Source: an optimization exercise on an open RTL-to-GDS flow (aim: small area, a short achievable clock period and few clock cycles per item). Production flows keep margins and buffers that such runs may drop.
At most, simulation tests tie the RTL to the original design; equivalence was not proved.

==> module lpc_decoder, before the edit <==
module lpc_decoder(
			input wire ACLK,
			input wire ARESET_N,
			input wire[79:0] TDATA,
			input wire TVALID,
			output wire TREADY,
			input wire EN,
			input wire TUSER,
			input wire TLAST,
			output wire[15:0] OUT_DECODED,
			output wire OUT_VALID,
			input wire OUT_READY,
			output wire OUT_LAST,
			output wire OUT_USER
		);
	integer i, j;
	reg [7:0] rm, cm;
	always @(*) begin
		for (i = 0; i < 8; i = i + 1)
			rm[i] = ^TDATA[8*i +: 8] ^ TDATA[64+i];
		for (j = 0; j < 8; j = j + 1) begin
			cm[j] = TDATA[72+j];
			for (i = 0; i < 8; i = i + 1)
				cm[j] = cm[j] ^ TDATA[8*i+j];
		end
	end
	reg [7:0] y_rm, y_cm;
	always @(posedge ACLK) begin
		y_rm <= rm;
		y_cm <= cm;
	end
	reg [7:0] rh, ch;
	reg [2:0] rn, cn;
	always @(*) begin
		for (i = 0; i < 8; i = i + 1) begin
			rh[i] = y_rm[i] & ~|(y_rm >> (i+1));
			ch[i] = y_cm[i] & ~|(y_cm >> (i+1));
		end
		rn = {|rh[7:4], |{rh[7:6], rh[3:2]}, |{rh[7], rh[5], rh[3], rh[1]}};
		cn = {|ch[7:4], |{ch[7:6], ch[3:2]}, |{ch[7], ch[5], ch[3], ch[1]}};
	end
	reg        rdy;        
	reg        r_busy;     
	reg [1:0]  k;          
	reg [63:0] r_d;
	reg        r_user, r_last;
	reg        f_v;        
	reg [2:0]  f_row, f_col;    
	reg [15:0] o_d;
	reg        o_v, o_user, o_last;
	wire acc    = rdy;                         
	wire o_free = ~o_v | OUT_READY;
	wire mv     = r_busy & o_free;             
	wire byp    = acc & o_free;                
	wire r_busy_n = acc | (mv ? ~&k : r_busy);
	wire [3:0] kh = {4{r_busy}} & {k == 2'd3, k == 2'd2, k == 2'd1, k == 2'd0};
	wire [15:0] beat   = {16{acc}} & TDATA[15:0] | {16{kh[0]}} & r_d[15:0] |
	                     {16{kh[1]}} & r_d[31:16] | {16{kh[2]}} & r_d[47:32] |
	                     {16{kh[3]}} & r_d[63:48];
	reg  [15:0] flip_y, flip_f, flip;
	always @(*) begin
		for (j = 0; j < 8; j = j + 1) begin
			flip_y[j]   = EN & rh[0] & ch[j];
			flip_y[8+j] = EN & rh[1] & ch[j];
			flip_f[j]   = f_v & (f_row == {k, 1'b0}) & (f_col == j);
			flip_f[8+j] = f_v & (f_row == {k, 1'b1}) & (f_col == j);
		end
		flip = acc ? flip_y : flip_f;
	end
	wire [15:0] beat_c = beat ^ flip;           
	always @(posedge ACLK or negedge ARESET_N) begin
		if (~ARESET_N) begin
			r_busy <= 1'b0;
			k      <= 2'd0;
			o_v    <= 1'b0;
		end else begin
			if (acc) begin
				r_busy <= 1'b1;
				k      <= {1'b0, byp};
			end else if (mv) begin
				k <= {k[1] ^ k[0], ~k[0]};
				if (&k)
					r_busy <= 1'b0;
			end
			if (byp | mv)
				o_v <= 1'b1;
			else if (OUT_READY)
				o_v <= 1'b0;
		end
	end
	always @(posedge ACLK)
		rdy <= TVALID & ~acc & ~r_busy_n;
	always @(posedge ACLK) begin
		if (~r_busy) begin
			r_d    <= TDATA[63:0];
			r_user <= TUSER;
			r_last <= TLAST;
			f_v    <= EN & |y_rm & |y_cm;
			f_row  <= rn;
			f_col  <= cn;
		end
	end
	wire        ld     = byp | mv;
	wire [15:0] o_d_n  = {beat_c[7:0], beat_c[15:8]};
	wire        o_user_n = acc ? TUSER : kh[0] & r_user;
	wire        o_last_n = kh[3] & r_last;
	always @(posedge ACLK) begin
		o_d    <= o_d    ^ ({16{ld}} & (o_d_n ^ o_d));
		o_user <= o_user ^ (ld & (o_user_n ^ o_user));
		o_last <= o_last ^ (ld & (o_last_n ^ o_last));
	end
	assign TREADY      = rdy;
	assign OUT_VALID   = o_v;
	assign OUT_DECODED = o_d;
	assign OUT_USER    = o_user;
	assign OUT_LAST    = o_last;
endmodule
export LEC_CHECK = 0
export CAP_MARGIN = 20
export CORE_MARGIN = 2
export CORE_UTILIZATION = 40
export SETUP_SLACK_MARGIN = 3.1
export SLEW_MARGIN = 20
create_clock -name core_clock -period 5.0 [get_ports {ACLK}]
standard.sh (not shown) runs the stock make flow with config.mk's settings and CLKGATE_MAP_FILE= SYNTH_SCRIPT=/design/flow/synth_recipe.tcl, a recipe that flattens the netlist after the stock synthesis.
==> flow/flow/run.sh <==
#!/bin/bash
# The standard layout (the standard.sh: ORFS synthesis to finish) with three
# changes: port buffers are buf_1 cells instead of the delay cells ORFS picks,
# clock tree synthesis adds no dummy loads, and it may use smaller clock buffers.
# Each make run writes its full output to a log file in this folder.
set -euo pipefail
here=$(pwd)
CTS="-sink_clustering_enable -repair_clock_nets -dont_use_dummy_load"
bash standard.sh \
  BUFFER_PORTS_ARGS="-buffer_cell sky130_fd_sc_hd__buf_1" \
  CTS_ARGS="$CTS" \
  finish > "$here/standard_make.log" 2>&1
The baseline finished with timing, DRC and antenna clean.
Change:
--- a/flow/design.v
+++ b/flow/design.v
@@ -89,11 +89,11 @@
 		end
 	end
 	always @(posedge ACLK)
 		rdy <= TVALID & ~acc & ~r_busy_n;
 	always @(posedge ACLK) begin
-		if (~r_busy) begin
+		if (acc) begin
 			r_d    <= TDATA[63:0];
 			r_user <= TUSER;
 			r_last <= TLAST;
 			f_v    <= EN & |y_rm & |y_cm;
 			f_row  <= rn;
Result: The changed run completed with no timing, DRC or antenna violations; register-to-register slack is worse by 0.02 ns; clock skew falls by 0.0040 ns; sequential share of layout area hardly moves; setup slack is better by 0.066 ns; maximum frequency rises by 3.5%; design area stays flat; routed wire length rises by about 4.6%; critical path depth falls by 1; final cell count barely changes; via count rises by 0.49%; non-clock buffer count falls by 1.
No functional check of the RTL was part of any run of this note.


Another version of the RTL of lpc_decoder (not shown whole).
For scale: ~430 cells after synthesis, about 110 flip-flops, ~110 I/O pins.
==> module lpc_decoder, before the edit <==
module lpc_decoder(
			input wire ACLK,
			input wire ARESET_N,
			input wire[79:0] TDATA,
			input wire TVALID,
			output wire TREADY,
			input wire EN,
			input wire TUSER,
			input wire TLAST,
			output wire[15:0] OUT_DECODED,
			output wire OUT_VALID,
			input wire OUT_READY,
			output wire OUT_LAST,
			output wire OUT_USER
		);
	integer i, j;
	reg [7:0] rm, cm;
	always @(*) begin
		for (i = 0; i < 8; i = i + 1)
			rm[i] = ^TDATA[8*i +: 8] ^ TDATA[64+i];
		for (j = 0; j < 8; j = j + 1) begin
			cm[j] = TDATA[72+j];
			for (i = 0; i < 8; i = i + 1)
				cm[j] = cm[j] ^ TDATA[8*i+j];
		end
	end
	reg [7:0] y_rm, y_cm;
	always @(posedge ACLK) begin
		y_rm <= rm;
		y_cm <= cm;
	end
	reg [7:0] rh, ch;
	reg [2:0] rn, cn;
	always @(*) begin
		for (i = 0; i < 8; i = i + 1) begin
			rh[i] = y_rm[i] & ~|(y_rm >> (i+1));
			ch[i] = y_cm[i] & ~|(y_cm >> (i+1));
		end
		rn = {|rh[7:4], |{rh[7:6], rh[3:2]}, |{rh[7], rh[5], rh[3], rh[1]}};
		cn = {|ch[7:4], |{ch[7:6], ch[3:2]}, |{ch[7], ch[5], ch[3], ch[1]}};
	end
	reg        rdy;        
	reg [3:0]  kh;         
	reg [63:0] r_d;
	reg        r_user, r_last;
	reg        f_v;        
	reg [2:0]  f_row, f_col;    
	reg [15:0] o_d;
	reg        o_v, o_user, o_last;
	wire acc    = rdy;                         
	wire o_free = ~o_v | OUT_READY;
	wire r_busy = |kh;                         
	wire mv     = r_busy & o_free;             
	wire byp    = acc & o_free;                
	wire r_busy_n = acc | (mv ? |kh[2:0] : r_busy);
	wire [15:0] beat   = {16{acc}} & TDATA[15:0] | {16{kh[0]}} & r_d[15:0] |
	                     {16{kh[1]}} & r_d[31:16] | {16{kh[2]}} & r_d[47:32] |
	                     {16{kh[3]}} & r_d[63:48];
	wire [1:0]  k      = {kh[3] | kh[2], kh[3] | kh[1]};
	reg  [15:0] flip_y, flip_f, flip;
	always @(*) begin
		for (j = 0; j < 8; j = j + 1) begin
			flip_y[j]   = EN & rh[0] & ch[j];
			flip_y[8+j] = EN & rh[1] & ch[j];
			flip_f[j]   = f_v & (f_row == {k, 1'b0}) & (f_col == j);
			flip_f[8+j] = f_v & (f_row == {k, 1'b1}) & (f_col == j);
		end
		flip = acc ? flip_y : flip_f;
	end
	wire [15:0] beat_c = beat ^ flip;           
	always @(posedge ACLK or negedge ARESET_N) begin
		if (~ARESET_N) begin
			kh     <= 4'd0;
			o_v    <= 1'b0;
		end else begin
			if (acc)
				kh <= byp ? 4'b0010 : 4'b0001;
			else if (mv)
				kh <= {kh[2:0], 1'b0};
			if (byp | mv)
				o_v <= 1'b1;
			else if (OUT_READY)
				o_v <= 1'b0;
		end
	end
	always @(posedge ACLK)
		rdy <= TVALID & ~acc & ~r_busy_n;
	always @(posedge ACLK) begin
		if (acc) begin
			r_d    <= TDATA[63:0];
			r_user <= TUSER;
			r_last <= TLAST;
			f_v    <= EN & |y_rm & |y_cm;
			f_row  <= rn;
			f_col  <= cn;
		end
	end
	wire ld = byp | mv;
	always @(posedge ACLK) begin
		o_d    <= {16{ld}} & {beat_c[7:0], beat_c[15:8]} | {16{~ld}} & o_d;
		o_user <= ld & (acc ? TUSER : kh[0] & r_user) | ~ld & o_user;
		o_last <= ld & kh[3] & r_last | ~ld & o_last;
	end
	assign TREADY      = rdy;
	assign OUT_VALID   = o_v;
	assign OUT_DECODED = o_d;
	assign OUT_USER    = o_user;
	assign OUT_LAST    = o_last;
endmodule
Settings: LEC_CHECK=0, CAP_MARGIN=20, CORE_MARGIN=2, CORE_UTILIZATION=40, SETUP_SLACK_MARGIN=3.15, SLEW_MARGIN=20; clock period 5.0 ns.
Scripts as last shown in full above: flow/flow/run.sh
Edit:
--- a/flow/design.v
+++ b/flow/design.v
@@ -41,5 +41,6 @@
 	end
 	reg        rdy;        
-	reg [3:0]  kh;         
+	reg        r_busy;     
+	reg [1:0]  k;          
 	reg [63:0] r_d;
 	reg        r_user, r_last;
@@ -50,12 +51,11 @@
 	wire acc    = rdy;                         
 	wire o_free = ~o_v | OUT_READY;
-	wire r_busy = |kh;                         
 	wire mv     = r_busy & o_free;             
 	wire byp    = acc & o_free;                
-	wire r_busy_n = acc | (mv ? |kh[2:0] : r_busy);
+	wire r_busy_n = acc | (mv ? ~&k : r_busy);
+	wire [3:0] kh = {4{r_busy}} & {k == 2'd3, k == 2'd2, k == 2'd1, k == 2'd0};
 	wire [15:0] beat   = {16{acc}} & TDATA[15:0] | {16{kh[0]}} & r_d[15:0] |
 	                     {16{kh[1]}} & r_d[31:16] | {16{kh[2]}} & r_d[47:32] |
 	                     {16{kh[3]}} & r_d[63:48];
-	wire [1:0]  k      = {kh[3] | kh[2], kh[3] | kh[1]};
 	reg  [15:0] flip_y, flip_f, flip;
 	always @(*) begin
@@ -71,11 +71,16 @@
 	always @(posedge ACLK or negedge ARESET_N) begin
 		if (~ARESET_N) begin
-			kh     <= 4'd0;
+			r_busy <= 1'b0;
+			k      <= 2'd0;
 			o_v    <= 1'b0;
 		end else begin
-			if (acc)
-				kh <= byp ? 4'b0010 : 4'b0001;
-			else if (mv)
-				kh <= {kh[2:0], 1'b0};
+			if (acc) begin
+				r_busy <= 1'b1;
+				k      <= {1'b0, byp};
+			end else if (mv) begin
+				k <= {k[1] ^ k[0], ~k[0]};
+				if (&k)
+					r_busy <= 1'b0;
+			end
 			if (byp | mv)
 				o_v <= 1'b1;
@@ -95,10 +100,9 @@
 			f_col  <= cn;
 		end
-	end
-	wire ld = byp | mv;
-	always @(posedge ACLK) begin
-		o_d    <= {16{ld}} & {beat_c[7:0], beat_c[15:8]} | {16{~ld}} & o_d;
-		o_user <= ld & (acc ? TUSER : kh[0] & r_user) | ~ld & o_user;
-		o_last <= ld & kh[3] & r_last | ~ld & o_last;
+		if (byp | mv) begin
+			o_d    <= {beat_c[7:0], beat_c[15:8]};
+			o_user <= acc ? TUSER : kh[0] & r_user;
+			o_last <= kh[3] & r_last;
+		end
 	end
 	assign TREADY      = rdy;
Effect: Die area stays flat. Maximum frequency came out higher by a few percent. Global-route usage came out lower by 1.1 points. Setup slack is better by 48 ps. Routed wire length came out lower by a few percent. Via count came out lower by a little under a tenth. First-iteration DRC count came out lower by well over a third.
Testbench counts after the change, summed over its fixed seeds: cycles 12,816, items 3,200.
Function not checked in the first run of this note: the RTL went through the layout flow alone.

==> re-timing with driven ports <==
No port has a modelled driver above. Below, the same layouts with a new extraction and two added sets of constraints.
Step 1 sets driving cells, clkbuf_16 on the clock port and buf_2 on the other inputs (assumed; they add their load-dependent delay and slew).
Step 2 moves the port delays by t, midway between the first and last clock arrival at a register: inputs arrive t later, outputs are due t later. That takes back most of the time a late clock gives input paths.
Three values: no drivers, after step 1, after step 2; two values: the first two.
run | t (ns) | setup WS [ns] | clock arrival spread, ns | worst slew at a driven data input, ns
the first run of note 1 | 0.381 | 3.064 / 3.024 / 2.849 | 0.013 / 0.013 | 0.04
the second run of note 1 | 0.381 | 3.129 / 3.090 / 2.781 | 0.008 / 0.008 | 0.05
the first run of note 2 | 0.431 | 3.054 / 3.053 / 2.726 | 0.015 / 0.015 | 0.04
the second run of note 2 | 0.371 | 3.101 / 3.063 / 2.867 | 0.011 / 0.010 | 0.03
After both steps setup and hold are still met in every run listed. For the second run of note 1, which loses most, drivers alone change the setup slack by -0.039 ns; drivers and shift together by -0.348 ns.
